Context: an optimization exercise on an open-source flow, tuned for small area. The choices shown serve that exercise and are no tape-out recipe.
In this exercise RTL edits were held to simulation tests only and were not proved equivalent to the original.
Power figures rest on the tool's default switching activity, not on a simulated workload.

==> flow/design.v <==
module    Prgm_Counter(clk, reset, PCsrc, offset, PCreg);
input                 PCsrc, clk, reset;
input         [7 : 0] offset;
output    reg [7 : 0] PCreg;
wire          [8 : 0] sum = {PCreg, 1'b1} + {(PCsrc ? offset : 8'd0), 1'b1};
always@(posedge clk, negedge reset)
begin
    if (reset == 0)
        PCreg <= 8'd0;
    else
        PCreg <= sum[8 : 1];
end
endmodule
module ExecUnit (instr, r0, r1, r2, r3, r4, r5, r6, r7, ALUin1, ALUin2, ALUout, storeN, memAddr);
input		[15 : 0]	instr, r0, r1, r2, r3, r4, r5, r6, r7;
output		[15 : 0]	ALUin1, ALUin2, ALUout, storeN, memAddr;
wire		[15 : 0]	portB;
wire		[3  : 0]	op		=	instr[3 : 0];
wire		[2  : 0]	rd		=	instr[6 : 4];
wire		[2  : 0]	rs1		=	instr[9 : 7];
wire		[2  : 0]	rs2		=	instr[12 : 10];
wire		[2  : 0]	sh		=	instr[15 : 13];
wire		[5  : 0]	imm		=	instr[15 : 10];
wire					isSw	=	(op == 4'd8);
wire					useImm	=	(op == 4'd5 || op == 4'd6 || op == 4'd7 || op == 4'd8);
wire					useSh	=	(op == 4'd1 || op == 4'd2);
wire		[7  : 0]	selA, selB;
genvar k;
generate
	for (k = 0; k < 8; k = k + 1) begin : g_sel
		assign selA[k] = (rs1 == k);
		assign selB[k] = isSw ? (rd == k) : (rs2 == k);
	end
endgenerate
Mux8	MA (selA, r0, r1, r2, r3, r4, r5, r6, r7, ALUin1);
Mux8	MB (selB, r0, r1, r2, r3, r4, r5, r6, r7, portB);
assign storeN = ~portB;
assign ALUin2 = useSh ? {13'd0, sh} : useImm ? {10'd0, imm} : portB;
ALU		DP1	(op, ALUin1, portB, imm, sh, ALUout, memAddr);
endmodule
module ALU (op, A, B, imm, sh, ALUout, sumI);
    input		[3  : 0]	op;
    input		[15 : 0]	A, B;
    input		[5  : 0]	imm;
    input		[2  : 0]	sh;
    output	reg	[15 : 0]	ALUout;
    output		[15 : 0]	sumI;
    wire		[15 : 0]	sumB;
    Adder16		ADD	(A, B, sumB);
    assign sumI = A + {10'd0, imm};
    wire					left = ~op[1];
    wire		[15 : 0]	Arev, src, shr, shrRev;
    genvar i;
    generate
        for (i = 0; i < 16; i = i + 1) begin : g_rev
            assign Arev[i]   = A[15 - i];
            assign shrRev[i] = shr[15 - i];
        end
    endgenerate
    assign src = left ? Arev : A;
    assign shr = src >> sh;
    always@(*)
    begin
        case (op)
            4'd0:					ALUout = sumB;
            4'd5, 4'd7, 4'd8:		ALUout = sumI;
            4'd1:					ALUout = shrRev;
            4'd2:					ALUout = shr;
            4'd3:					ALUout = A | B;
            4'd4:					ALUout = A & B;
            4'd6:					ALUout = {10'd0, imm};
            default:				ALUout = 16'd0;
        endcase
    end
endmodule
module Adder16 (a, b, s);
    input		[15 : 0]	a, b;
    output		[15 : 0]	s;
    wire		[15 : 0]	g = a & b;
    wire		[15 : 0]	p = a ^ b;
    wire		[15 : 0]	G1, P1, G2, P2, G3, P3;
    wire		[15 : 0]	C;
    genvar i;
    generate
        for (i = 0; i < 16; i = i + 1) begin : g_l1
            if (i % 2 == 1) begin : g_o
                assign G1[i] = g[i] | (p[i] & g[i-1]);
                assign P1[i] = p[i] & p[i-1];
            end else begin : g_e
                assign G1[i] = g[i];
                assign P1[i] = p[i];
            end
        end
        for (i = 0; i < 16; i = i + 1) begin : g_l2
            if (i % 4 == 3) begin : g_o
                assign G2[i] = G1[i] | (P1[i] & G1[i-2]);
                assign P2[i] = P1[i] & P1[i-2];
            end else begin : g_e
                assign G2[i] = G1[i];
                assign P2[i] = P1[i];
            end
        end
        for (i = 0; i < 16; i = i + 1) begin : g_l3
            if (i % 8 == 7) begin : g_o
                assign G3[i] = G2[i] | (P2[i] & G2[i-4]);
                assign P3[i] = P2[i] & P2[i-4];
            end else begin : g_e
                assign G3[i] = G2[i];
                assign P3[i] = P2[i];
            end
        end
    endgenerate
    assign C[0]  = g[0];
    assign C[1]  = G1[1];
    assign C[3]  = G2[3];
    assign C[7]  = G3[7];
    assign C[15] = G3[15] | (P3[15] & C[7]);
    assign C[11] = G2[11] | (P2[11] & C[7]);
    assign C[5]  = G1[5]  | (P1[5]  & C[3]);
    assign C[9]  = G1[9]  | (P1[9]  & C[7]);
    assign C[13] = G1[13] | (P1[13] & C[11]);
    generate
        for (i = 2; i < 16; i = i + 2) begin : g_l7
            assign C[i] = g[i] | (p[i] & C[i-1]);
        end
    endgenerate
    assign s = p ^ {C[14 : 0], 1'b0};
endmodule
module Control_Unit(inst_in, isJump, isSw, isLw, regWrite, useImm, useSh);
input		[15 : 0]	inst_in;
output					isJump, isSw, isLw, regWrite, useImm, useSh;
wire		[3  : 0]	op = inst_in[3 : 0];
assign isJump	= (op == 4'd9);
assign isSw		= (op == 4'd8);
assign isLw		= (op == 4'd7);
assign regWrite	= ~op[3];
assign useImm	= (op == 4'd5 || op == 4'd6 || op == 4'd7 || op == 4'd8);
assign useSh	= (op == 4'd1 || op == 4'd2);
endmodule
module DataPath (clk, reset, nextData, regDataIn);
input					clk, reset;
input		[15 : 0]	nextData;
output reg	[15 : 0]	regDataIn;
always@(posedge clk)
begin
	if (reset == 1)
		regDataIn	<=	nextData;
end
endmodule
module Word (clk, reset, we, d, q);
parameter	[15 : 0]	INIT = 16'd0;
input					clk, reset, we;
input		[15 : 0]	d;
output reg	[15 : 0]	q;
always@(posedge clk, negedge reset)
begin
	if (reset == 0)
		q	<=	INIT;
	else if (we)
		q	<=	d;
end
endmodule
module RegFile (clk, reset, wa, we, wd, r0, r1, r2, r3, r4, r5, r6, r7);
input					clk, reset, we;
input		[2  : 0]	wa;
input		[15 : 0]	wd;
output		[15 : 0]	r0, r1, r2, r3, r4, r5, r6, r7;
wire		[7  : 0]	wsel;
genvar w;
generate
	for (w = 0; w < 8; w = w + 1) begin : g_ws
		assign wsel[w] = we && (wa == w);
	end
endgenerate
Word	W0 (clk, reset, wsel[0], wd, r0);
Word	W1 (clk, reset, wsel[1], wd, r1);
Word	W2 (clk, reset, wsel[2], wd, r2);
Word	W3 (clk, reset, wsel[3], wd, r3);
Word	W4 (clk, reset, wsel[4], wd, r4);
Word	W5 (clk, reset, wsel[5], wd, r5);
Word	W6 (clk, reset, wsel[6], wd, r6);
Word	W7 (clk, reset, wsel[7], wd, r7);
endmodule
module Mux8 (s, i0, i1, i2, i3, i4, i5, i6, i7, y);
input		[7  : 0]	s;
input		[15 : 0]	i0, i1, i2, i3, i4, i5, i6, i7;
output		[15 : 0]	y;
assign y =	({16{s[0]}} & i0) | ({16{s[1]}} & i1) | ({16{s[2]}} & i2) | ({16{s[3]}} & i3) |
			({16{s[4]}} & i4) | ({16{s[5]}} & i5) | ({16{s[6]}} & i6) | ({16{s[7]}} & i7);
endmodule
module DataMem (clk, reset, addr, we, wd, rdata, m0, m1, m2, m3, m4, m5, m6, m7);
input					clk, reset, we;
input		[15 : 0]	addr, wd;
output reg	[15 : 0]	rdata;
output		[15 : 0]	m0, m1, m2, m3, m4, m5, m6, m7;
localparam	[511 : 0]	DMEM_RESET = {
	{19{16'd0}},
	16'd4, 16'd3, 16'd2, 16'd1, 16'd5,	 
	16'd5, 16'd12, 16'd8, 16'd3,		 
	16'd6, 16'd1, 16'd2, 16'd4			 
};
wire					inRange	=	(addr[15 : 5] == 11'd0);
wire		[31 : 0]	sel;
wire		[511 : 0]	mem;
genvar w;
generate
	for (w = 0; w < 32; w = w + 1) begin : g_w
		assign sel[w] = (addr[4 : 0] == w);
		Word #(.INIT(DMEM_RESET[16*w +: 16])) W (clk, reset, we && inRange && sel[w], wd, mem[16*w +: 16]);
	end
endgenerate
assign m0 = mem[  0 +: 16];
assign m1 = mem[ 16 +: 16];
assign m2 = mem[ 32 +: 16];
assign m3 = mem[ 48 +: 16];
assign m4 = mem[ 64 +: 16];
assign m5 = mem[ 80 +: 16];
assign m6 = mem[ 96 +: 16];
assign m7 = mem[112 +: 16];
integer k;
always@(*)
begin
	rdata = 16'd0;
	for (k = 0; k < 32; k = k + 1)
		rdata = rdata | (mem[16*k +: 16] & {16{sel[k]}});
	rdata = inRange ? rdata : 16'd0;
end
endmodule
module	CPU(clk, reset, instr, pc, reg0, reg1, reg2, reg3, reg4, reg5, reg6, reg7, dataMemValue0, dataMemValue1, dataMemValue2, dataMemValue3, dataMemValue4, dataMemValue5, dataMemValue6, dataMemValue7, ALUout, ALUin1, ALUin2, regDataIn);
output	[15 : 0]	reg0, reg1, reg2, reg3, reg4, reg5, reg6, reg7, dataMemValue0, dataMemValue1, dataMemValue2, dataMemValue3, dataMemValue4, dataMemValue5, dataMemValue6, dataMemValue7, ALUout, ALUin1, ALUin2, regDataIn;
input				clk, reset;
input	[15 : 0]	instr;
output	[7  : 0]	pc;
wire	[3  : 0]	op		=	instr[3 : 0];
wire	[2  : 0]	rd		=	instr[6 : 4];
wire	[2  : 0]	rs1		=	instr[9 : 7];
wire	[2  : 0]	rs2		=	instr[12 : 10];
wire	[2  : 0]	sh		=	instr[15 : 13];
wire	[5  : 0]	imm		=	instr[15 : 10];
wire				isJump, isSw, isLw, regWrite, useImm, useSh;
Control_Unit	C2	(instr, isJump, isSw, isLw, regWrite, useImm, useSh);
Prgm_Counter	C1	(clk, reset, isJump, instr[11 : 4], pc);
wire	[15 : 0]	nextData;
wire	[15 : 0]	r0, r1, r2, r3, r4, r5, r6, r7;
RegFile			RF	(clk, reset, rd, regWrite, nextData, r0, r1, r2, r3, r4, r5, r6, r7);
assign {reg0, reg1, reg2, reg3, reg4, reg5, reg6, reg7} = {r0, r1, r2, r3, r4, r5, r6, r7};
wire	[15 : 0]	storeN, memAddr;
ExecUnit		EX	(instr, r0, r1, r2, r3, r4, r5, r6, r7, ALUin1, ALUin2, ALUout, storeN, memAddr);
wire	[15 : 0]	memRead;
DataMem			DM	(clk, reset, memAddr, isSw, ~storeN, memRead,
					 dataMemValue0, dataMemValue1, dataMemValue2, dataMemValue3,
					 dataMemValue4, dataMemValue5, dataMemValue6, dataMemValue7);
assign				nextData	=	isLw ? memRead : ALUout;
DataPath		RDI	(clk, reset, nextData, regDataIn);
endmodule
==> flow/flow/run.sh <==
#!/bin/bash
# Standard ORFS layout with these changes:
# - synthesis maps logic with ABC scripts of its own (flow/patch_synth.py):
#   an area-oriented one for most of the design, delay-oriented ones for the
#   register reads, operand selection and ALU;
# - no full-adder extraction before ABC (ADDER_MAP_FILE empty);
# - the ports are buffered with the smallest buffer cell;
# - the clock tree uses larger sink clusters of clkbuf_16 and no dummy loads.
# Every tool's output goes to ORFS's logs under orfs/logs and to standard_make.log.
set -euo pipefail
W=$(pwd)
rm -rf "$W/scripts_mod"
cp -r "$FLOW_HOME/scripts" "$W/scripts_mod"
cp "$W/flow/abc_area.script" "$W/flow/abc_fast.script" "$W/flow/abc_add.script" "$W/scripts_mod/"
python3 "$W/flow/patch_synth.py" "$W/scripts_mod/synth.tcl"
bash "$W/standard.sh" "SCRIPTS_DIR=$W/scripts_mod" "ADDER_MAP_FILE=" \
  "BUFFER_PORTS_ARGS=-buffer_cell sky130_fd_sc_hd__buf_1" \
  "CTS_ARGS=-sink_clustering_enable -repair_clock_nets -dont_use_dummy_load -sink_clustering_size 24 -sink_clustering_max_diameter 120 -sink_clustering_buffer sky130_fd_sc_hd__clkbuf_16 -buf_list {sky130_fd_sc_hd__clkbuf_8 sky130_fd_sc_hd__clkbuf_16}" finish > "$W/standard_make.log" 2>&1
==> flow/flow/abc_add.script <==
strash
dch -f
map
topo
==> flow/flow/abc_area.script <==
strash
dch -f
&get -n
&nf -R 1000 -p
&put
topo
==> flow/flow/abc_fast.script <==
strash
dch -f
&get -n
&nf -R 1000 -p
&put
topo
==> flow/flow/patch_synth.py <==
# Patch the copied ORFS synth.tcl so that ABC maps three parts of the design
# with different scripts (all copied beside synth.tcl):
#   Adder16  (the ALU's adder)                      abc_add.script  (delay)
#   ExecUnit (register reads, operands, ALU)        abc_fast.script (delay)
#   the rest (register file, data memory, PC, ...)  abc_area.script (area)
# Adder16 and ExecUnit are kept as modules through synthesis only;
# synth_recipe.tcl flattens the design afterwards.
import sys
path = sys.argv[1]
s = open(path).read()
a = "hierarchy -check -top $::env(DESIGN_NAME)\n"
assert a in s
s = s.replace(a, a + "setattr -mod -set keep_hierarchy 1 ExecUnit Adder16\n", 1)
b = "  log_cmd abc {*}$abc_args\n"
assert b in s
s = s.replace(b,
    "  set fast_args [lreplace $abc_args 1 1 $::env(SCRIPTS_DIR)/abc_fast.script]\n"
    "  set add_args [lreplace $abc_args 1 1 $::env(SCRIPTS_DIR)/abc_add.script]\n"
    "  log_cmd abc {*}$abc_args $::env(DESIGN_NAME)\n"
    "  log_cmd abc {*}$fast_args ExecUnit\n"
    "  log_cmd abc {*}$add_args Adder16\n", 1)
open(path, "w").write(s)
==> flow/standard.sh <==
#!/bin/bash
# synth_recipe.tcl (not shown) runs the flow's synth.tcl, then flattens the netlist and writes it again
# the make line also repeats each setting of config.mk as NAME=value (left out here)
make -C /OpenROAD-flow-scripts/flow DESIGN_CONFIG=/design/flow/config.mk WORK_HOME=/design/flow/orfs CLKGATE_MAP_FILE= SYNTH_SCRIPT=/design/flow/synth_recipe.tcl "${@:-finish}"
==> flow/config.mk <==
export PLATFORM = sky130hd
export DESIGN_NAME = CPU
export DESIGN_NICKNAME = CPU
export VERILOG_FILES = /design/flow/design.v
export SDC_FILE = /design/flow/constraint.sdc
export NUM_CORES = 4
export LEC_CHECK = 0
export ABC_AREA = 1
export CAP_MARGIN = 10
export CORE_MARGIN = 2
export CORE_UTILIZATION = 60
export SETUP_SLACK_MARGIN = 0.03
export SLEW_MARGIN = 10
==> flow/constraint.sdc <==
create_clock -name core_clock -period 7.0 [get_ports {clk}]
set_input_delay 1.4000 -clock core_clock [delete_from_list [all_inputs] [get_ports {clk}]]
set_output_delay 1.4000 -clock core_clock [all_outputs]
set_load 0.01 [all_outputs]
==> summary.txt, run 1 <==
Status
  – Status: finished clean

Global routing
  – First-pass GRT wire length: 198000 um
  – Largest net degree at the start of global routing: 177
  – Met3 Usage GRT: 20.0%
  – Grt ovf: 0
  – Global routing met1 resource utilization: 64.9%
  – GR Util met2: 77.1%
  – GRT Util Overall: 53.4%
  – Vias in the first global route: 30.3k
  – Layer with the highest usage: met2
  – Antenna violations before repair: 12

Hold path
  – Hold crit path type: reg -> reg

Floorplanning
  – Core ar.: 48800 sq um
  – Die ar.: 51200 sq um
  – Starting Density: 60.7%
  – Die width: 226 um
  – Ports: 346
  – Die Ht: 226 um
  – Cell Rows: 81

Setup path
  – Critical Path, Cell by Cell: clkbuf_2, nor3_4, and2_4, nor2_1, or2_4, buf_4, nand2_2, nor2_1, buf_4, buf_4, a22oi_1, and3_4, clkinv_1, xor2_1, nand4_1, a21oi_4, o21bai_4, a21oi_2, nor2_1, xor2_1, a221o_1, a221o_1, buf_2
  – CP Launch Type: input pin
  – Crit Path Max Fanout: 7
  – WP data required: 5.60 ns
  – Crit path largest cell delay: 0.36 ns
  – CP Data Arrival Time: 5.47 ns
  – Worst setup path category: in -> out
  – Crit. End Element: primary output
  – Slowest cell on crit path: a221o_1

Clock network
  – Clock Latency Late Sink: 0.60 ns
  – H-tree depth: 2
  – Clk sinks: 664
  – TritonCTS clock tree: done
  – Total CTS buffers: 34
  – Clock-pin slew on the worst setup and hold paths: 0.09 ns
  – Clock root buffer: clkbuf_16
  – CTS Hold Bufs: 0
  – Max Buffers Root-to-Sink: 3

Yosys
  – Largest cells by area after synthesis: dfrtp_1, a21oi_1, nor2_1
  – Ys flop type: dfrtp_1
  – Register bit count reported by yosys: 664
  – Synth top area share: 53.1%
  – Mean Syn Cell Area: 9.64 sq um
  – Mapped Area: 29700 sq um
  – Post-Syn Instances: 3078
  – Sequential element share of the synthesized area: 56.4%
  – Post-synth cell types: 47
  – Yosys top cell by area: dfrtp_1
  – Post-synth EDFFs: 16
  – Yosys warns: 14
  – FFs w/ async S/R, synth: 97.6%
  – Syn Nets: 3096

Drt
  – Detailed-route wire length per cell: 31.0 um
  – Vias after detailed routing: 31.8k
  – ANT nets after route: 0
  – First DRT Iteration DRCs: 5151
  – Number of remaining DRC errors: 0
  – Vias per cell: 7.19
  – DR pass1 iterations: 10
  – Total wire length: 137000 um

STA
  – Tightest Pin Transition: 1.28 ns
  – Final Skew: 0.0993 ns
  – Max Clock Freq: 146 MHz
  – Fin crit period: 6.87 ns
  – Final Cycle Share: 98.1%
  – Hold_ws: 0.509 ns
  – Final Hold Viols: 0
  – Slew headroom: 14.7%
  – Setup TNS: 0 ns
  – Pins Over Slew Limit: 0
  – Setup-failing EPs final: 0

Layout
  – Most frequent cells in the layout: dfrtp_1, nor2_1, a21oi_1
  – Layout area overhead: 21.3%
  – Final instance area: 36000 sq um
  – Share of cells above drive strength 1: 12.9%
  – Commonest non-fill, non-tap cell in the layout: dfrtp_1
  – Core Util, Final: 73.7%
  – Final-stage net count: 3771

Power and ir drop
  – P_leak: 16.0 nW
  – Power, Total: 0.00919 W
  – Maximum vdd drop: 0.300 mV
  – Power per cell area: 255 nW/um^2

Placement
  – Port bufs: 345
  – RePlAce Congestion: 1.07
  – Placed cell area: 34700 sq um
  – Dpl hpwl: 96000 um

Flow run
  – Max Cap Violations: 0
-- worst paths after layout --
path / start / endpoint / slack, ns / cells past startpoint
max in group asynchronous: reset / DM.g_w[4].W.q[12] / 4.56 / 3
hold reg to reg: DM.g_w[9].W.q[0] / DM.g_w[9].W.q[0] / 0.51 / 2
min in group asynchronous: reset / RF.W4.q[5] / 0.73 / 1
setup reg to reg: RF.W4.q[3] / RDI.regDataIn[4] / 1.61 / 16
setup / recovery: instr[1] / ALUout[14] / 0.13 / 23
hold / removal: DM.g_w[9].W.q[0] / DM.g_w[9].W.q[0] / 0.51 / 2
-- timing repair --
action | 4_1_cts | 5_1_grt
setup endpoints to repair | 11 | 12
buffers inserted | 0 | 10
pin swaps | 6 | 28
gates resized for setup | 17 | 71
-- through the flow --
stage,cells,setup slack (ns)
after floorplan,3078,0.0388
after global placement,4369,-0.267
after detailed placement,4370,-0.364
after CTS,4404,0.0353
after global routing,4415,-0.0274
final,4421,0.131
-- cell usage after synthesis (6+ instances only) --
| cell type | count |
|---|---|
| nor3_1 | 17 |
| nand4_1 | 38 |
| and2_2 | 7 |
| a22o_1 | 57 |
| mux2_1 | 10 |
| mux2i_1 | 18 |
| nor3b_1 | 10 |
| nand2_1 | 232 |
| a221o_1 | 16 |
| and4_1 | 6 |
| or4_1 | 18 |
| edfxtp_1 | 16 |
| a21oi_1 | 559 |
| nand3_1 | 63 |
| o21ai_0 | 178 |
| xnor2_1 | 16 |
| and3_1 | 20 |
| clkinv_1 | 50 |
| and2_0 | 8 |
| nor4_1 | 10 |
| a221oi_1 | 60 |
| dfrtp_1 | 629 |
| a22oi_1 | 288 |
| xor2_1 | 26 |
| dfstp_2 | 19 |
| nand2b_1 | 9 |
| nor2_1 | 604 |
| nor2b_1 | 46 |
-- per-module statistics from Yosys, one instance, submodules excluded --
| module | times used | flops+latches |
|---|---|---|
| CPU | 1 | 664 |
| ExecUnit | 1 | 0 |
| Adder16 | 1 | 0 |
-- cells by family after synthesis --
logic type      Yosys count  synth area share, %
compound gates         1186                 24.5
xor+xnor                 42                 1.24
fa+ha+maj                 3                0.101
buf+inv                  50                0.633
flops                   664                 56.4
mux                      28                0.987
simple gates           1105                 16.2
-- metal layers --
layer	up-vias	part of all wire, %
met5	-	0.067
met4	14	10
met3	955	16
met2	3108	42
met1	14993	32
li1	12716	-
-- flip-flops by register name, summed over array words and instances, names as in the netlist --
name and count:
C1.PCreg 8, DM.g_w.W.q 512, RDI.regDataIn 16, RF.W0.q 16
RF.W1.q 16, RF.W2.q 16, RF.W3.q 16, RF.W4.q 16
RF.W5.q 16, RF.W6.q 16, RF.W7.q 16
-- area by class of cell --
class                   count  area (sq um)
diodes                      6          15.0
flip-flops and latches    664         16700
well taps                 664           831
fillers                  3343         12900
repair buffers            639          4070
inverters                  50           188
multi-input cells        2364         13300
clock buffers              34           851
-- power breakdown --
part	switching [W]	internal (W)
Sequential	0.000494	0.00438
Combinational	0.00151	0.000717
Clock	0.00121	0.000873
Total	0.00322	0.00597
-- critical path: cells and delay by family --
kind,cells,cell delay (ns)
buffers and inverters,6,0.90
and+or+nand+nor,9,1.45
AOI/OAI and AO/OA,6,1.36
xor gates and xnor gates,2,0.35
==> inputs of run 2 (changes only) <==
--- a/flow/flow/run.sh
+++ b/flow/flow/run.sh
@@ -1,12 +1,14 @@
 #!/bin/bash
-# Standard ORFS layout with these changes:
+# Standard ORFS layout (the standard.sh) with these changes:
 # - synthesis maps logic with ABC scripts of its own (flow/patch_synth.py):
-#   an area-oriented one for most of the design, delay-oriented ones for the
-#   register reads, operand selection and ALU;
+#   an area-oriented one (abc_area.script) for most of the design and
+#   delay-oriented ones for the register reads and ALU (abc_fast.script) and
+#   the adder (abc_add.script);
 # - no full-adder extraction before ABC (ADDER_MAP_FILE empty);
 # - the ports are buffered with the smallest buffer cell;
-# - the clock tree uses larger sink clusters of clkbuf_16 and no dummy loads.
-# Every tool's output goes to ORFS's logs under orfs/logs and to standard_make.log.
+# - the clock tree uses sink clusters of up to 24 registers driven by
+#   clkbuf_16 and no dummy loads.
+# ORFS writes each tool's log under orfs/logs; make's output is in standard_make.log.
 set -euo pipefail
 W=$(pwd)
 rm -rf "$W/scripts_mod"
==> flow/flow/abc_area.script (replaced) <==
strash
&get -n
&dc2
&syn2
&dch -f
&nf -R 1000 -p
&put
topo
==> flow/flow/abc_fast.script (replaced) <==
strash
dch -f
&get -n
&nf -p
&put
topo
--- a/flow/flow/patch_synth.py
+++ b/flow/flow/patch_synth.py
@@ -1,8 +1,8 @@
 # Patch the copied ORFS synth.tcl so that ABC maps three parts of the design
-# with different scripts (all copied beside synth.tcl):
-#   Adder16  (the ALU's adder)                      abc_add.script  (delay)
-#   ExecUnit (register reads, operands, ALU)        abc_fast.script (delay)
-#   the rest (register file, data memory, PC, ...)  abc_area.script (area)
+# separately, each with its own script (all copied beside synth.tcl):
+#   Adder16  (the ALU's register-register adder)    abc_add.script  (delay-oriented)
+#   ExecUnit (register reads, operands, ALU)        abc_fast.script
+#   the rest (register file, data memory, PC, ...)  abc_area.script (area-oriented)
 # Adder16 and ExecUnit are kept as modules through synthesis only;
 # synth_recipe.tcl flattens the design afterwards.
 import sys
--- a/flow/config.mk
+++ b/flow/config.mk
@@ -6,8 +6,8 @@
 export NUM_CORES = 4
 export LEC_CHECK = 0
 export ABC_AREA = 1
-export CAP_MARGIN = 10
+export CAP_MARGIN = 20
 export CORE_MARGIN = 2
 export CORE_UTILIZATION = 60
-export SETUP_SLACK_MARGIN = 0.03
-export SLEW_MARGIN = 10
+export SETUP_SLACK_MARGIN = 0.05
+export SLEW_MARGIN = 20
==> summary.txt, run 2 <==
Layout
  – # fillers: 3531
  – Final-stage net count: 3832
  – Final instance area: 36300 sq um
  – Commonest non-fill, non-tap cell in the layout: nand2_1
  – Max reg flops: 512
  – Most frequent cells in the layout: nand2_1, dfrtp_1, o21ai_0
  – Share of cells above drive strength 1: 13.6%
  – Reg with most FFs: DM.g_w.W.q
  – Layout area overhead: 21.7%

STA
  – Fin crit period: 6.94 ns
  – Final worst-path setup slack: 0.0607 ns
  – Final Hold Viols: 0
  – Pins Over Slew Limit: 0
  – Slew headroom: 23.9%
  – Setup TNS: 0 ns
  – Max Clock Freq: 144 MHz
  – Final Skew: 0.0447 ns
  – Final Cycle Share: 99.1%
  – Tightest Pin Transition: 1.14 ns
  – RSZ-0062 raised after global routing: yes
  – Hold_ws: 0.486 ns
  – Setup-failing EPs final: 0

Clock network
  – Clock Latency Late Sink: 0.66 ns
  – Total CTS buffers: 31
  – H-tree depth: 1
  – TritonCTS clock tree: done
  – Clock-pin slew on the worst setup and hold paths: 0.10 ns
  – Clock root buffer: clkbuf_16
  – Max Buffers Root-to-Sink: 3
  – CTS Hold Bufs: 0
  – Clk sinks: 664

Floorplanning
  – Die width: 227 um
  – Cell Rows: 81
  – Core ar.: 49000 sq um
  – Die ar.: 51500 sq um
  – Ports: 346
  – Starting Density: 60.9%
  – Die Ht: 227 um

Hold path
  – Hold_sp: DM.g_w[9].W.q[0]
  – Sink of the worst hold path: DM.g_w[9].W.q[0]
  – Hold crit path type: reg -> reg
  – Hold path cells: 2

Drt
  – Vias after detailed routing: 31.9k
  – ANT nets after route: 0
  – Total wire length: 134000 um
  – DR pass1 iterations: 11
  – Vias per cell: 7.13
  – Detailed-route wire length per cell: 30.0 um
  – First DRT Iteration DRCs: 5492
  – Number of remaining DRC errors: 0

Power and ir drop
  – Power per cell area: 260 nW/um^2
  – Power, Total: 0.00944 W
  – P_leak: 15.6 nW
  – Maximum vdd drop: 0.247 mV

Placement
  – Post-Place Setup Slack: -0.512 ns
  – RePlAce Congestion: 1.05
  – Port bufs: 345
  – Placed cell area: 35300 sq um
  – Dpl hpwl: 97400 um

Global routing
  – Layer with the highest usage: met2
  – Global routing met1 resource utilization: 64.5%
  – Largest net degree at the start of global routing: 154
  – Antenna violations before repair: 5
  – First-pass GRT wire length: 195000 um
  – Met3 Usage GRT: 16.6%
  – Grt ovf: 0
  – GRT Util Overall: 52.0%
  – Vias in the first global route: 30.5k
  – GR Util met2: 77.7%

Yosys
  – Mapped Area: 29800 sq um
  – Post-synth cell types: 61
  – Mean Syn Cell Area: 9.76 sq um
  – Register bit count reported by yosys: 664
  – Yosys top cell by area: dfrtp_1
  – Sequential element share of the synthesized area: 56.1%
  – Post-Syn Instances: 3055
  – Syn Nets: 3073
  – FFs w/ async S/R, synth: 97.6%
  – Ys flop type: dfrtp_1
  – Largest cells by area after synthesis: dfrtp_1, o21ai_0, nand2_1
  – Synth top area share: 52.8%
  – Yosys warns: 14
  – Synth cell count leaders: nand2_1, dfrtp_1, o21ai_0, nor2_1, a21oi_1
  – Post-synth EDFFs: 16
  – Cell with the most instances after synthesis: nand2_1

Setup path
  – WP buf/inv: 6
  – Crit. End Element: primary output
  – Worst R2R End: RDI.regDataIn[7]
  – R2R depth: 18
  – Critical Path, Cell by Cell: buf_1, buf_4, buf_4, buf_4, and4b_1, a2111oi_0, nand3_2, buf_4, mux4_2, mux2_1, nand2_1, o21ai_0, a211o_1, a21o_1, buf_1
  – CP Data Arrival Time: 5.54 ns
  – Worst setup path category: in -> out
  – Slowest cell on crit path: a2111oi_0
  – WP data required: 5.60 ns
  – Top Family by Delay on Critical Path: compound AO/OA/AOI/OAI gates
  – CP Launch Type: input pin
  – Reg2reg setup slack: 1.13 ns
  – FF-to-FF Start: RF.W4.q[0]
  – Cell mode on critical path: buf_4
  – Crit Path Max Fanout: 15
  – Crit path largest cell delay: 0.55 ns

Flow run
  – Max Cap Violations: 0

Status
  – Status: finished clean
run 2: changes by cell type after synthesis, moves of 91 or more:
cell,previous run,this run
a21oi_1,559,183
o21ai_0,178,563
nor2_1,604,213
a22oi_1,288,138
a222oi_1,5,96
nand2_1,232,673
run 2: layout make-up:
class / count / area, sq um / area share, %
antenna: 4 / 10.0 / 0.0276
clock buffer: 31 / 776 / 2.14
inverter: 48 / 181 / 0.500
multi-input combinational: 2343 / 13200 / 36.5
sequential: 664 / 16700 / 46.1
tap: 664 / 831 / 2.29
timing repair buffer: 726 / 4530 / 12.5
run 2: kinds of logic (layout without fill, tap and decap cells):
| kind of cell | Yosys count | in the layout | synth area share (%) |
|---|---|---|---|
| flops | 664 | 664 | 56.1 |
| xor+xnor | 44 | 44 | 1.29 |
| compound gates | 1128 | 1128 | 23.5 |
| mux | 40 | 40 | 1.79 |
| buf+inv | 48 | 805 | 0.604 |
| simple gates | 1128 | 1128 | 16.6 |
| other cells | 0 | 4 | 0 |
| fa+ha+maj | 3 | 3 | 0.101 |
run 2: worst max-delay path by stage:
stage | from | end | slack (ns) | cells past startpoint
after floorplan | instr[0] | ALUout[7] | 0.07 | 17
after global placement | instr[8] | RF.W7.q[4] | -0.24 | 18
after detailed placement | instr[8] | RF.W7.q[0] | -0.51 | 19
after CTS | instr[9] | ALUout[13] | 0.06 | 13
after global routing | instr[0] | ALUout[11] | -0.06 | 21
final | instr[9] | ALUout[14] | 0.06 | 15
run 2: through the flow:
step                utilization (%)  instances
floorplan                         -       3055
global placement               72.0       4438
detailed placement             72.0       4438
CTS                            73.7       4471
global route                   74.1       4476
finish                         74.1       4480
run 2: worst register-to-register path, cell delays in order (launching register included):
cell and delay [ns]:
dfrtp_1 0.43, nor4bb_1 0.14, a2111oi_1 0.66, buf_4 0.24, a21boi_0 0.08, buf_4 0.15, buf_4 0.14, a21o_1 0.18
xor2_1 0.74, or3b_1 0.28, nor2_1 0.14, buf_4 0.18, buf_4 0.17, a222oi_1 0.59, nand3_1 0.17, nor3_1 0.53
a21oi_1 0.14, a21oi_1 0.50, clkinv_1 0.15
run 2: modules after synthesis (local to each module, per instance):
module,area (sq um),copies in the design
CPU,25500,1
ExecUnit,3670,1
Adder16,612,1
run 2: per-layer routing:
layer  vias to the layer above  routed length, um  part of all wire (%)
met4                         4              12300                   9.2
met5                         -                 27                 0.020
met3                       874              19200                    14
met1                     15193              44600                    33
met2                      2972              58200                    43
li1                      12902                  -                     -
run 2: repair_timing:
| item | CTS | global route |
|---|---|---|
| gates resized for setup | 3 | 56 |
| setup buffers | 2 | 5 |
| setup endpoints to repair | 2 | 134 |
| pin swaps | 1 | 18 |
| cloned | 0 | 0 |
run 2: power breakdown:
part           switching, W  total, W  internal, W
clock network       0.00123   0.00201     0.000788
registers          0.000382   0.00446      0.00408
logic               0.00202   0.00297     0.000948
total               0.00363   0.00944      0.00581
==> inputs of run 3 (changes only) <==
--- a/flow/config.mk
+++ b/flow/config.mk
@@ -8,6 +8,6 @@
 export ABC_AREA = 1
 export CAP_MARGIN = 20
 export CORE_MARGIN = 2
-export CORE_UTILIZATION = 60
-export SETUP_SLACK_MARGIN = 0.05
+export CORE_UTILIZATION = 63
+export SETUP_SLACK_MARGIN = 0.1
 export SLEW_MARGIN = 20
==> summary.txt, run 3 <==
Status
  – Status: finished clean

Layout
  – Multi-input logic area: 13200 sq um
  – # fillers: 3285
  – Share of cells above drive strength 1: 10.8%
  – Layout area overhead: 18.6%
  – Fin cells: 4315
  – Core Util, Final: 75.8%
  – Register area: 16700 sq um
  – Commonest non-fill, non-tap cell in the layout: nand2_1
  – Most frequent cells in the layout: nand2_1, dfrtp_1, o21ai_0
  – Final instance area: 35400 sq um
  – Final-stage net count: 3726
  – Max reg flops: 512
  – Reg with most FFs: DM.g_w.W.q

Hold path
  – Hold crit path type: reg -> reg
  – Hold_sp: DM.g_w[22].W.q[6]

Global routing
  – Antenna violations before repair: 4
  – GRT Util Overall: 51.0%
  – Grt ovf: 0
  – Largest net degree at the start of global routing: 174
  – First-pass GRT wire length: 187000 um
  – Vias in the first global route: 29.8k

STA
  – Final Hold Viols: 0
  – Final Cycle Share: 98.0%
  – Tightest Pin Transition: 1.25 ns
  – Final Skew: 0.104 ns
  – Setup TNS: 0 ns
  – Slew headroom: 16.6%
  – Pins Over Slew Limit: 0
  – Setup-failing EPs final: 0
  – Final worst-path setup slack: 0.137 ns
  – Max Clock Freq: 146 MHz
  – RSZ-0062 raised after global routing: yes
  – Fin crit period: 6.86 ns

Floorplanning
  – Starting Density: 63.9%
  – Die Ht: 222 um
  – Die width: 222 um
  – Core ar.: 46700 sq um
  – Cell Rows: 79
  – Die ar.: 49100 sq um
  – Ports: 346

Yosys
  – Synth top area share: 52.8%
  – Register bit count reported by yosys: 664
  – FFs w/ async S/R, synth: 97.6%
  – Yosys warns: 14
  – Mean Syn Cell Area: 9.76 sq um
  – Sequential element share of the synthesized area: 56.1%
  – Post-synth EDFFs: 16
  – Largest cells by area after synthesis: dfrtp_1, o21ai_0, nand2_1
  – Synth cell count leaders: nand2_1, dfrtp_1, o21ai_0, nor2_1, a21oi_1
  – Mapped Area: 29800 sq um
  – Post-Syn Instances: 3055
  – Yosys top cell by area: dfrtp_1
  – Ys flop type: dfrtp_1
  – Post-synth cell types: 61
  – Cell with the most instances after synthesis: nand2_1
  – Syn Nets: 3073

Drt
  – Detailed-route wire length per cell: 29.3 um
  – First DRT Iteration DRCs: 5430
  – Number of remaining DRC errors: 0
  – Total wire length: 126000 um
  – DR pass1 iterations: 28
  – Vias after detailed routing: 31.1k
  – ANT nets after route: 0
  – Vias per cell: 7.20

Clock network
  – H-tree depth: 2
  – Clock root buffer: clkbuf_16
  – Max Buffers Root-to-Sink: 3
  – Clock-pin slew on the worst setup and hold paths: 0.09 ns
  – Total CTS buffers: 34
  – Clk sinks: 664
  – TritonCTS clock tree: done
  – Clock Latency Late Sink: 0.62 ns

Setup path
  – CP Launch Point: instr[1]
  – CP Data Arrival Time: 5.46 ns
  – FF-to-FF Start: RF.W3.q[0]
  – Crit Path Max Fanout: 11
  – Worst setup path category: in -> out
  – Crit. End Element: primary output
  – CP Launch Type: input pin
  – WP data required: 5.60 ns

Power and ir drop
  – Sequential share of power: 47.6%
  – Combinational share of power: 30.0%
  – Switching Fraction: 37.7%
  – P_leak: 15.0 nW
  – Power share of the clock group: 22.5%
  – Pint: 0.00580 W
  – Maximum vdd drop: 0.234 mV
  – Net switching power: 0.00351 W
  – Power per cell area: 263 nW/um^2

Placement
  – Post-placement cell count: 4272
  – RePlAce Congestion: 1.10
  – Placed cell area: 34300 sq um
  – Dpl hpwl: 90800 um
  – Port bufs: 345
  – Post-Place Setup Slack: -0.180 ns

Flow run
  – Max Cap Violations: 0
run 3: cell count changes in the layout (fill, tap and decap cells not counted), moves of 3 or more:
| cell | delta |
|---|---|
| buf_4 | -108 |
| nor3_4 | -3 |
| nor2_2 | -6 |
| clkbuf_16 | +3 |
| and3_1 | -3 |
| nor2_1 | +7 |
| buf_12 | -3 |
run 3: path summary, 6_finish.rpt:
kind                                endpoint  slack [ns]  cells past startpoint
max reg2reg                 RDI.regDataIn[6]        1.13                     19
max in group asynchronous   DM.g_w[5].W.q[2]        4.56                      2
max                                ALUout[7]        0.14                     21
min in group asynchronous   DM.g_w[6].W.q[8]        0.96                      1
min reg2reg                DM.g_w[22].W.q[6]        0.49                      2
min                        DM.g_w[22].W.q[6]        0.49                      2
run 3: through the flow:
stage | hold WS, ns | total power, W
floorplan | 0.449 | 0.00558
global placement | 0.460 | 0.00702
global route | 0.510 | 0.00951
detailed placement | 0.470 | 0.00707
CTS | 0.491 | 0.00908
finish | 0.488 | 0.00931
run 3: final cells by class:
cell class | count | share of cell area [%]
clock buffers | 34 | 2.41
diodes | 2 | 0.0142
flip-flops and latches | 664 | 47.3
multi-input cells | 2343 | 37.2
repair buffers | 617 | 10.4
well taps | 607 | 2.15
inverters | 48 | 0.520
run 3: power by group through the flow:
| stage | sequential (W) | clock, W | combinational (W) |
|---|---|---|---|
| final | 0.00443 | 0.00209 | 0.00279 |
| after global placement | 0.00448 | 0 | 0.00255 |
| after global routing | 0.00443 | 0.00220 | 0.00288 |
| after CTS | 0.00440 | 0.00207 | 0.00262 |
| after floorplan | 0.00444 | 0 | 0.00113 |
| after detailed placement | 0.00447 | 0 | 0.00260 |
run 3: per-module statistics from Yosys (local to each module, per instance):
module / cell area (sq um) / cells inside / flip-flops and latches / copies in the design
ExecUnit: 3670 / 512 / 0 / 1
Adder16: 612 / 110 / 0 / 1
CPU: 25500 / 2433 / 664 / 1
run 3: cell families after synthesis:
logic type	Yosys count	synth area share (%)
flip-flops	664	56.1
multiplexers	40	1.79
adder cells (fa/ha/maj)	3	0.101
XOR/XNOR	44	1.29
AO/OA/AOI/OAI	1128	23.5
AND/OR/NAND/NOR	1128	16.6
buffers and inverters	48	0.604
run 3: timing repair:
item | in CTS | in global routing
hold buffers | 0 | 0
buffers inserted | 1 | 6
endpoints found under the setup margin | 3 | 56
cloned | 0 | 0
pin swaps | 1 | 10
gates resized for setup | 7 | 42
run 3: critical path, stage by stage:
cell	delay [ns]
buf_2	0.16
nor4b_4	0.29
buf_6	0.18
buf_12	0.11
mux2i_4	0.26
nor3_2	0.11
buf_4	0.20
a22o_1	0.18
a221oi_1	0.22
and3_4	0.23
clkinv_1	0.06
and2_2	0.20
a21oi_2	0.22
nand2_1	0.14
a31oi_2	0.20
o21ai_0	0.13
xor2_1	0.16
a222oi_1	0.40
o21ai_0	0.14
a221o_1	0.31
buf_1	0.14
run 3: routing by layer:
layer / global-route usage, % / up-vias / wire length, um
met3: 16.6 / 770 / 19800
li1: - / 12665 / -
met4: 34.2 / 8 / 10600
met5: 0.196 / - / 61
met1: 64.3 / 14803 / 41400
met2: 75.9 / 2828 / 54400
==> inputs of run 4 (changes only) <==
--- a/flow/flow/run.sh
+++ b/flow/flow/run.sh
@@ -1,8 +1,8 @@
 #!/bin/bash
 # Standard ORFS layout (the standard.sh) with these changes:
 # - synthesis maps logic with ABC scripts of its own (flow/patch_synth.py):
-#   an area-oriented one (abc_area.script) for most of the design and
-#   delay-oriented ones for the register reads and ALU (abc_fast.script) and
+#   area-oriented ones for most of the design (abc_area.script) and for the
+#   register reads and ALU (abc_fast.script), and a delay-oriented one for
 #   the adder (abc_add.script);
 # - no full-adder extraction before ABC (ADDER_MAP_FILE empty);
 # - the ports are buffered with the smallest buffer cell;
==> flow/flow/abc_fast.script (replaced) <==
strash
dch -f
&get -n
&nf -R 1000 -p
&put
topo
--- a/flow/config.mk
+++ b/flow/config.mk
@@ -8,6 +8,6 @@
 export ABC_AREA = 1
 export CAP_MARGIN = 20
 export CORE_MARGIN = 2
-export CORE_UTILIZATION = 63
-export SETUP_SLACK_MARGIN = 0.1
+export CORE_UTILIZATION = 60
+export SETUP_SLACK_MARGIN = 0.03
 export SLEW_MARGIN = 20
==> summary.txt, run 4 <==
Clock network
  – Clock-pin slew on the worst setup and hold paths: 0.07 ns
  – TritonCTS clock tree: done
  – Clk sinks: 664
  – Clock Latency Late Sink: 0.64 ns
  – Max Buffers Root-to-Sink: 3
  – H-tree depth: 1
  – CTS Hold Bufs: 0
  – Clock root buffer: clkbuf_16
  – Total CTS buffers: 31

Power and ir drop
  – Maximum vdd drop: 0.296 mV
  – Power, Total: 0.00919 W
  – Power per cell area: 262 nW/um^2
  – P_leak: 14.9 nW

Setup path
  – Critical Path, Cell by Cell: buf_1, nor3_2, buf_4, nand2_2, buf_4, or4_1, o41ai_2, buf_12, a22oi_1, and4_1, clkinv_1, or2b_2, nand2_1, nand4_1, a21oi_2, buf_4, o21bai_4, a21oi_4, nor2_1, xor2_1, a221o_1, a221o_1, buf_2
  – CP Launch Type: input pin
  – R2R depth: 17
  – FF-to-FF Start: RF.W2.q[2]
  – Worst R2R End: RDI.regDataIn[11]
  – Crit path largest cell delay: 0.41 ns
  – CP Launch Point: instr[2]
  – WP data required: 5.60 ns
  – Worst setup path category: in -> out
  – Reg2reg setup slack: 1.40 ns
  – Cell mode on critical path: buf_4
  – Crit. End Element: primary output
  – CP Data Arrival Time: 5.51 ns
  – Slowest cell on crit path: or4_1
  – Worst Setup EP: ALUout[14]
  – Crit Path Max Fanout: 16

Yosys
  – Syn Nets: 3083
  – Synth top area share: 53.6%
  – Post-Syn Instances: 3065
  – Post-synth EDFFs: 16
  – Register bit count reported by yosys: 664
  – Synth cell count leaders: nand2_1, dfrtp_1, o21ai_0, nor2_1, a21oi_1
  – Yosys top cell by area: dfrtp_1
  – Mean Syn Cell Area: 9.59 sq um
  – Mapped Area: 29400 sq um
  – Sequential element share of the synthesized area: 56.9%
  – Ys flop type: dfrtp_1
  – Cell with the most instances after synthesis: nand2_1
  – FFs w/ async S/R, synth: 97.6%
  – Post-synth cell types: 49
  – Largest cells by area after synthesis: dfrtp_1, o21ai_0, nand2_1
  – Yosys warns: 14

STA
  – Final worst-path setup slack: 0.0861 ns
  – Final Skew: 0.0237 ns
  – Hold_ws: 0.487 ns
  – Setup-failing EPs final: 0
  – Pins Over Slew Limit: 0
  – Final Hold Viols: 0
  – Fin crit period: 6.91 ns
  – Final Cycle Share: 98.8%
  – Tightest Pin Transition: 1.19 ns
  – Slew headroom: 20.2%
  – Max Clock Freq: 145 MHz

Global routing
  – First-pass GRT wire length: 184000 um
  – Antenna violations before repair: 2
  – Largest net degree at the start of global routing: 138
  – Vias in the first global route: 29.3k
  – GRT Util Overall: 49.1%
  – Grt ovf: 0

Floorplanning
  – Ports: 346
  – Die ar.: 50800 sq um
  – Die Ht: 225 um
  – Die width: 225 um
  – Cell Rows: 81
  – Starting Density: 60.4%
  – Core ar.: 48600 sq um

Placement
  – Dpl hpwl: 89200 um
  – Post-Place Setup Slack: -0.209 ns
  – Port bufs: 345
  – RePlAce Congestion: 1.08
  – Post-placement cell count: 4327

Drt
  – Vias per cell: 6.99
  – ANT nets after route: 0
  – Number of remaining DRC errors: 0
  – Total wire length: 126000 um
  – Detailed-route wire length per cell: 28.8 um
  – First DRT Iteration DRCs: 5279
  – DR pass1 iterations: 10
  – Vias after detailed routing: 30.5k

Flow run
  – Max Cap Violations: 0

Layout
  – Commonest non-fill, non-tap cell in the layout: nand2_1
  – Share of cells above drive strength 1: 11.3%
  – Most frequent cells in the layout: nand2_1, dfrtp_1, o21ai_0
  – Reg with most FFs: DM.g_w.W.q
  – # fillers: 3605
  – Final-stage net count: 3761
  – Max reg flops: 512
  – Layout area overhead: 19.5%
  – Fin cells: 4365

Status
  – Status: finished clean

Hold path
  – Hold crit path type: reg -> reg
## run 4: cell count changes after synthesis, moves of 10 or more
cell / delta
a221oi_1: +12
and4b_1: -10
mux4_2: -10
nand2_1: +31
nor2_1: +31
nor4b_1: -10
nor4bb_1: -16
o21ai_0: +11
## run 4: logic make-up after synthesis
family | after synthesis | synth area share, %
xor gates and xnor gates | 43 | 1.28
AOI/OAI and AO/OA | 1134 | 23.9
muxes | 28 | 0.996
DFF | 664 | 56.9
buffers and inverters | 51 | 0.651
adders and majority gates | 2 | 0.0681
and+or+nand+nor | 1143 | 16.3
## run 4: modules after synthesis, one instance, submodules excluded
module | copies in the design | cells inside
CPU | 1 | 2433
Adder16 | 1 | 110
ExecUnit | 1 | 522
## run 4: report_power, final
group          switching (W)  internal [W]
clock network        0.00119      0.000787
logic                0.00193      0.000835
registers           0.000380       0.00407
## run 4: repair_timing
item | CTS | global route
resized for setup | 10 | 43
endpoints found under the setup margin | 7 | 13
pin swaps | 4 | 13
setup buffers | 1 | 4
hold endpoints to repair | 0 | 0
## run 4: how the worst min path moves through the flow
stage / cells past startpoint / start / slack [ns] / end
final: 2 / DM.g_w[8].W.q[0] / 0.49 / DM.g_w[8].W.q[0]
after global routing: 2 / DM.g_w[8].W.q[2] / 0.50 / DM.g_w[8].W.q[2]
after CTS: 2 / DM.g_w[8].W.q[0] / 0.49 / DM.g_w[8].W.q[0]
after detailed placement: 2 / DM.g_w[27].W.q[8] / 0.47 / DM.g_w[27].W.q[8]
after global placement: 2 / DM.g_w[13].W.q[7] / 0.46 / DM.g_w[13].W.q[7]
after floorplan: 2 / DM.g_w[10].W.q[11] / 0.45 / DM.g_w[10].W.q[11]
## run 4: layout make-up
| cell class | count | area [sq um] | share of cell area, % |
|---|---|---|---|
| inverters | 51 | 193 | 0.549 |
| diodes | 2 | 5.00 | 0.0143 |
| multi-input cells | 2350 | 12700 | 36.3 |
| repair buffers | 645 | 3900 | 11.1 |
| flip-flops and latches | 664 | 16700 | 47.6 |
| clock buffers | 31 | 776 | 2.21 |
| well taps | 622 | 778 | 2.22 |
## run 4: worst max-delay path, delay by kind of cell
kind	cells	cell delay, ns
xor+xnor	1	0.16
buf+inv	7	1.01
simple gates	8	1.66
compound gates	7	1.25
## run 4: stage by stage
stage          TNS, ns  utilization (%)  cell area, sq um
2_1_floorplan        0                -             29400
3_3_place_gp    -0.576             70.1             34100
3_5_place_dp    -0.789             70.1             34100
4_1_cts              0             71.8             34900
5_1_grt        -0.0246             72.2             35100
6_report             0             72.2             35100
## run 4: routing by layer
metal	GRT usage, %	vias up	part of all wire (%)	wire (um)
met5	0	-	0	0
li1	-	12632	-	-
met3	18.1	594	16	20400
met1	65.5	14596	35	44200
met2	68.7	2671	42	52200
met4	29.1	0	7.1	8910
==> inputs of run 5 (changes only) <==
--- a/flow/config.mk
+++ b/flow/config.mk
@@ -8,6 +8,6 @@
 export ABC_AREA = 1
 export CAP_MARGIN = 20
 export CORE_MARGIN = 2
-export CORE_UTILIZATION = 60
+export CORE_UTILIZATION = 63
 export SETUP_SLACK_MARGIN = 0.03
 export SLEW_MARGIN = 20
==> summary.txt, run 5 <==
Status
  – Status: finished clean

Layout
  – # fillers: 3055
  – Layout area overhead: 19.5%
  – Reg with most FFs: DM.g_w.W.q
  – Share of cells above drive strength 1: 11.1%
  – Final-stage net count: 3753
  – Commonest non-fill, non-tap cell in the layout: nand2_1
  – Final instance area: 35100 sq um
  – Max reg flops: 512
  – Core Util, Final: 75.9%
  – Most frequent cells in the layout: nand2_1, dfrtp_1, o21ai_0

STA
  – Final Hold Viols: 0
  – Max Clock Freq: 145 MHz
  – Setup-failing EPs final: 0
  – Final Cycle Share: 98.5%
  – Slew headroom: 24.9%
  – Pins Over Slew Limit: 0
  – Setup TNS: 0 ns
  – Fin crit period: 6.90 ns
  – Tightest Pin Transition: 1.12 ns
  – RSZ-0062 raised after global routing: yes
  – Final worst-path setup slack: 0.103 ns
  – Final Skew: 0.0349 ns

Setup path
  – CP Data Arrival Time: 5.50 ns
  – Worst R2R End: RDI.regDataIn[3]
  – Reg2reg setup slack: 1.39 ns
  – Worst setup path category: in -> out
  – Critical Path, Cell by Cell: buf_1, buf_4, and3b_1, buf_4, a22o_1, a221oi_1, nand3_1, buf_4, mux2_1, nand2_1, o21ai_0, nand2_1, o21ai_0, nand2_1, o21ai_0, a221o_1, a221o_1, buf_1
  – Crit path largest cell delay: 0.41 ns
  – R2R depth: 19
  – Crit. End Element: primary output
  – Slowest cell on crit path: a221o_1
  – WP data required: 5.60 ns
  – CP Launch Type: input pin
  – Crit Path Max Fanout: 9
  – FF-to-FF Start: RF.W4.q[2]

Drt
  – First DRT Iteration DRCs: 7386
  – DR pass1 iterations: 14
  – Detailed route wirelength on metal2: 54300 um
  – Metal-1 WL: 43500 um
  – Vias per cell: 7.38
  – Total wire length: 134000 um
  – ANT nets after route: 0
  – Vias after detailed routing: 32.1k
  – Number of remaining DRC errors: 0
  – Met3 WL post-DR: 24100 um
  – Uppermost layer routed: met5
  – Detailed-route wire length per cell: 30.7 um

Floorplanning
  – Starting Density: 63.5%
  – Die width: 220 um
  – Cell Rows: 79
  – Die ar.: 48400 sq um
  – Die Ht: 220 um
  – Ports: 346
  – Core ar.: 46300 sq um

Placement
  – Post-Place Setup Slack: -0.350 ns
  – Port bufs: 345
  – RePlAce Congestion: 1.07
  – Placed cell area: 34100 sq um
  – Dpl hpwl: 91500 um

Power and ir drop
  – P_leak: 14.9 nW
  – Maximum vdd drop: 0.249 mV
  – Power, Total: 0.00926 W
  – Power per cell area: 264 nW/um^2

Yosys
  – FFs w/ async S/R, synth: 97.6%
  – Post-Syn Instances: 3065
  – Cell with the most instances after synthesis: nand2_1
  – Register bit count reported by yosys: 664
  – Syn Nets: 3083
  – Synth top area share: 53.6%
  – Mean Syn Cell Area: 9.59 sq um
  – Largest cells by area after synthesis: dfrtp_1, o21ai_0, nand2_1
  – Sequential element share of the synthesized area: 56.9%
  – Mapped Area: 29400 sq um
  – Post-synth cell types: 49
  – Post-synth EDFFs: 16
  – Ys flop type: dfrtp_1
  – Synth cell count leaders: nand2_1, dfrtp_1, o21ai_0, nor2_1, a21oi_1
  – Yosys warns: 14
  – Yosys top cell by area: dfrtp_1

Clock network
  – Clk sinks: 664
  – Clock Latency Late Sink: 0.68 ns
  – TritonCTS clock tree: done
  – Clock-pin slew on the worst setup and hold paths: 0.10 ns
  – Total CTS buffers: 31
  – Clock root buffer: clkbuf_16
  – H-tree depth: 1
  – Max Buffers Root-to-Sink: 3

Hold path
  – Hold_sp: DM.g_w[22].W.q[7]
  – Hold crit path type: reg -> reg
  – Hold path cells: 2
  – Sink of the worst hold path: DM.g_w[22].W.q[7]

Global routing
  – GRT Util Overall: 55.0%
  – Largest net degree at the start of global routing: 197
  – Antenna violations before repair: 7
  – Vias in the first global route: 30.9k
  – Grt ovf: 0
  – First-pass GRT wire length: 194000 um

Flow run
  – Max Cap Violations: 0
## run 5: cell counts after synthesis
Identical to the previous run, type by type.
## run 5: stage by stage
stage / hold slack (ns) / std cells
final: 0.495 / 4344
after global routing: 0.504 / 4340
after CTS: 0.492 / 4335
after detailed placement: 0.471 / 4303
after global placement: 0.460 / 4303
after floorplan: 0.449 / 3065
## run 5: worst max-delay path: cells and delay by family
| kind | cells | cell delay, ns |
|---|---|---|
| AO/OA/AOI/OAI | 7 | 1.75 |
| buffers and inverters | 5 | 1.15 |
| multiplexers | 1 | 0.31 |
| AND/OR/NAND/NOR | 5 | 0.87 |
## run 5: routing by layer
| layer | GRT usage (%) | up-vias |
|---|---|---|
| met2 | 76.2 | 3396 |
| met3 | 25.8 | 1023 |
| li1 | - | 12619 |
| met5 | 1.88 | - |
| met4 | 32.9 | 10 |
| met1 | 70.0 | 15029 |
## run 5: final cells by class
| cell class | instances | area (sq um) | area share (%) |
|---|---|---|---|
| diodes | 4 | 10.0 | 0.0285 |
| clock buffers | 31 | 776 | 2.21 |
| inverters | 51 | 191 | 0.545 |
| multi-input cells | 2350 | 12700 | 36.3 |
| flip-flops and latches | 664 | 16700 | 47.6 |
| well taps | 607 | 759 | 2.16 |
| repair buffers | 637 | 3910 | 11.1 |
## run 5: worst max-delay path by stage
stage / slack [ns] / to / from / cells past startpoint
detailed placement: -0.35 / RDI.regDataIn[9] / instr[8] / 19
global route: -0.02 / ALUout[5] / instr[1] / 22
global placement: -0.04 / RDI.regDataIn[9] / instr[8] / 19
finish: 0.10 / ALUout[9] / instr[7] / 18
floorplan: 0.08 / ALUout[11] / instr[0] / 18
CTS: 0.05 / ALUout[15] / instr[0] / 25
## run 5: modules after synthesis, one instance, submodules excluded
module / times used / flip-flops and latches / area, sq um / cells
Adder16: 1 / 0 / 612 / 110
CPU: 1 / 664 / 25500 / 2433
ExecUnit: 1 / 0 / 3240 / 522
## run 5: timing repair
item | in CTS | in global routing
gates resized for setup | 4 | 46
cloned | 0 | 0
setup endpoints to repair | 5 | 16
pin swaps | 1 | 15
buffers inserted | 1 | 4
hold buffers | 0 | 0
## run 5: logic make-up after synthesis
logic type	synth area share, %
fa+ha+maj	0.0681
compound gates	23.9
xor+xnor	1.28
simple gates	16.3
mux	0.996
flops	56.9
buf+inv	0.651
## run 5: power breakdown
part           total [W]  internal (W)  switching (W)
Combinational    0.00284      0.000839        0.00200
Clock            0.00202      0.000788        0.00123
Sequential       0.00441       0.00407       0.000333

## re-timing with driven ports
The results above use ideal ports. As a check the final layouts listed here were re-extracted and re-timed, cells and wires unchanged.
Step 1, drivers: a clkbuf_16 drives clk and a buf_2 each remaining input, both assumed.
Step 2 also shifts input and output timing later by t, the mid clock arrival at the registers, as if the neighbouring blocks saw the same clock.
Three values: ideal, step 1, step 2; two values: the first two.
run	shift t [ns]	setup slack, ns	worst setup path at the end	clock arrival spread, ns
run 1	0.615	0.131 / 0.108 / -0.193	input to register	0.107 / 0.107
run 2	0.706	0.061 / 0.039 / -0.452	input to register	0.045 / 0.045
run 3	0.636	0.137 / 0.109 / -0.352	input to register	0.104 / 0.104
run 4	0.692	0.086 / 0.065 / -0.325	input to register	0.023 / 0.023
run 5	0.712	0.103 / 0.068 / -0.461	input to register	0.049 / 0.049
Met with ideal ports but missed after step 2: setup timing in every run listed. For run 5, which loses most, drivers alone change the setup slack by -0.035 ns; drivers and shift together by -0.564 ns.
